Context: an optimization exercise on an open-source flow, tuned for small area. The choices shown serve that exercise and are no tape-out recipe. The RTL was checked by simulation tests, not by an equivalence proof against the original design. No driver is modelled on the clock port, so clock power and skew are understated where the tree is cut down; a real chip needs a root buffer or a tree.

== red ==
## fir_lowpass
module fir_lowpass
  (input  logic clock, reset,
   input  logic [15:0] xin,
   output logic [15:0] y);
Size: roughly 740 cells after synthesis, about 170 flip-flops, roughly 34 I/O pins, roughly 9900 µm² of cells after synthesis.
export LEC_CHECK = 0
export CAP_MARGIN = 20
export CORE_MARGIN = 2
export CORE_UTILIZATION = 70
export SLEW_MARGIN = 20
export SYNTH_HIERARCHICAL = 1
create_clock -name core_clock -period 20.0 [get_ports {clock}]
standard.sh (not shown) runs the stock make flow with config.mk's settings and CLKGATE_MAP_FILE= SYNTH_SCRIPT=/design/flow/synth_recipe.tcl, a recipe that flattens the netlist after the stock synthesis.
==> flow/flow/run.sh <==
#!/bin/bash
# The standard layout (the standard.sh: ORFS synthesis through finish), with two changes:
# ports are buffered with the smallest buffer, and clock tree synthesis uses small clock buffers
# and inserts no dummy loads. Each tool's output is kept by ORFS under orfs/logs/; make's own
# output goes to make_finish.log here.
set -euo pipefail
CTS="-sink_clustering_enable -repair_clock_nets -dont_use_dummy_load -buf_list ${FLOW_CTS_BUF:-sky130_fd_sc_hd__clkbuf_8} -sink_clustering_size ${FLOW_CTS_SIZE:-14}"
bash standard.sh "BUFFER_PORTS_ARGS=-buffer_cell sky130_fd_sc_hd__buf_1" "CTS_ARGS=$CTS" finish > make_finish.log 2>&1
Relative to red, the following input files were edited for blue:
- PLACE_DENSITY: unset -> 0.95
- CORE_UTILIZATION: 70 -> 90
Findings:
- Sort blue and red by chip height desc -> top: red
- Detailed placer's ending HPWL: blue vs red up 31%
- Synthesized cell count: blue vs red identical
- blue: it failed during detailed placement, and the tool reported DPL-0033.
- When blue is set beside red, its initial standard-cell utilization of the core turns out to be 21 points larger.

02-04:
fir_lowpass, a different RTL version from the one above (not shown whole).
Size in the first run: ~170 flip-flops, about 34 I/O pins, about 9900 um^2 of cells after synthesis.
Design fir_lowpass, start of the top module:
module fir_lowpass
  (input  logic clock, reset,
   input  logic [15:0] xin,
   output logic [15:0] y);
    logic [15:0] xr;   
    logic [15:0] a1;   
    logic [15:0] a2;   
    logic [15:0] a3;   
    logic [14:0] a4;   
    logic [14:0] a5;   
    logic [14:0] a6;   
    logic [13:0] a7;   
    logic [13:0] a8;   
    logic [12:0] a9;   
    logic [15:0] d0;
    logic [15:0] d1;
    logic [15:0] d2;
    logic [15:0] d3;
    logic [14:0] d4;
    logic [14:0] d5;
    logic [14:0] d6;
    logic [13:0] d7;
    logic [13:0] d8;
    logic [12:0] d9;
    logic n1;
    logic n2;
    logic n3;
    logic n4;
    logic n5;
    logic n6;
    logic n7;
    logic n8;
    logic n9;
    logic n10;
    logic n11;
    logic n12;
    logic n13;
    logic n14;
    logic n15;
    logic n16;
    logic n17;
    logic n18;
    logic n19;
    logic n20;
    logic n21;
    logic n22;
    logic n23;
    logic n24;
    logic n25;
    logic n26;
    logic n27;
    logic n28;
    logic n29;
    logic n30;
    logic n31;
    logic n32;
    logic n33;
    logic n34;
    logic n35;
    logic n36;
    logic n37;
    logic n38;
    logic n39;
    logic n40;
    logic n41;
    logic n42;
    logic n43;
    logic n44;
    logic n45;
    logic n46;
    logic n47;
    logic n48;
    logic n49;
    logic n50;
    logic n51;
    logic n52;
    logic n53;
    logic n54;
    logic n55;
    logic n56;
    logic n57;
  ...
clock: 20.0 ns
lec_check: 0
cap_margin: 20
core_margin: 2
core_utilization: 55
slew_margin: 20
synth_hierarchical: 1
==> flow/flow/run.sh <==
#!/bin/bash
# The standard layout (standard.sh: ORFS from synthesis to finish) with three changes:
# - ports are buffered with the smallest buffer (BUFFER_PORTS_ARGS);
# - clock tree synthesis inserts no dummy loads;
# - after clock tree synthesis, flow/post_cts.tcl replaces its tree with a two-level tree of
#   fewer buffers (flow/mytree.tcl).
# ORFS keeps each tool's log under orfs/logs/; make's own output goes to make_finish.log here.
set -euo pipefail
here=$(pwd)
export POST_CTS_TCL="$here/flow/post_cts.tcl"
CTS="-sink_clustering_enable -repair_clock_nets -dont_use_dummy_load -buf_list sky130_fd_sc_hd__clkbuf_8"
bash standard.sh "BUFFER_PORTS_ARGS=-buffer_cell sky130_fd_sc_hd__buf_1" "CTS_ARGS=$CTS" "POST_CTS_TCL=$POST_CTS_TCL" finish > make_finish.log 2>&1
Other scripts of this flow, unchanged in this note and not shown: flow/flow/mytree.tcl, flow/flow/post_cts.tcl, flow/flow/replace_tree.tcl
02-04 closes out successfully: all stages finished, all timing, DRC and antenna checks passed.
The inputs of 07-26 differ from those of 02-04 as listed below.
- swapping 55 for 70 in CORE_UTILIZATION
Notes after the runs:
- Looking at the reports, 07-26 completed the entire flow and the layout it produced met the timing, design-rule and antenna checks.
- Design area is higher on 02-04
- Compared with 02-04, 07-26 shows starting density of the core higher by 16 points.
- First-iteration DRC count, 07-26 and 02-04: larger value in 07-26
- Compared with 02-04, in 07-26 worst endpoint data arrival time went up; area overhead of the layout relative to synthesis shrank by 0.64 points; non-filler instance count after layout dropped 50.
- 07-26 gives less setup slack than 02-04 did.
No run of this note takes its clock network from TritonCTS; it comes from the design's own scripts or RTL.

[what the ideal ports hide]
How much do the figures lean on ideal ports? The routed layouts below were timed once more, with nothing changed but the port constraints. Step 1 assumes that a clkbuf_16 drives the clock port and a buf_2 every other input. Step 2, shift: input delay + t, output delay - t, t = (earliest + latest rising clock arrival at the registers) / 2. This alone moves slack from input paths to output paths. Three values: ideal, step 1, step 2; two values: the first two.
run	shift t [ns]	slack for setup (ns)	hold slack, ns	worst data-port slew with drivers (ns)
red	0.482	6.212 / 6.212 / 6.212	0.546 / 0.546 / 0.546	0.04
02-04	0.621	6.084 / 6.084 / 6.084	0.533 / 0.533 / 0.533	0.04
07-26	0.602	5.880 / 5.880 / 5.880	0.577 / 0.577 / 0.577	0.04
After both steps setup and hold are still met in every run listed.
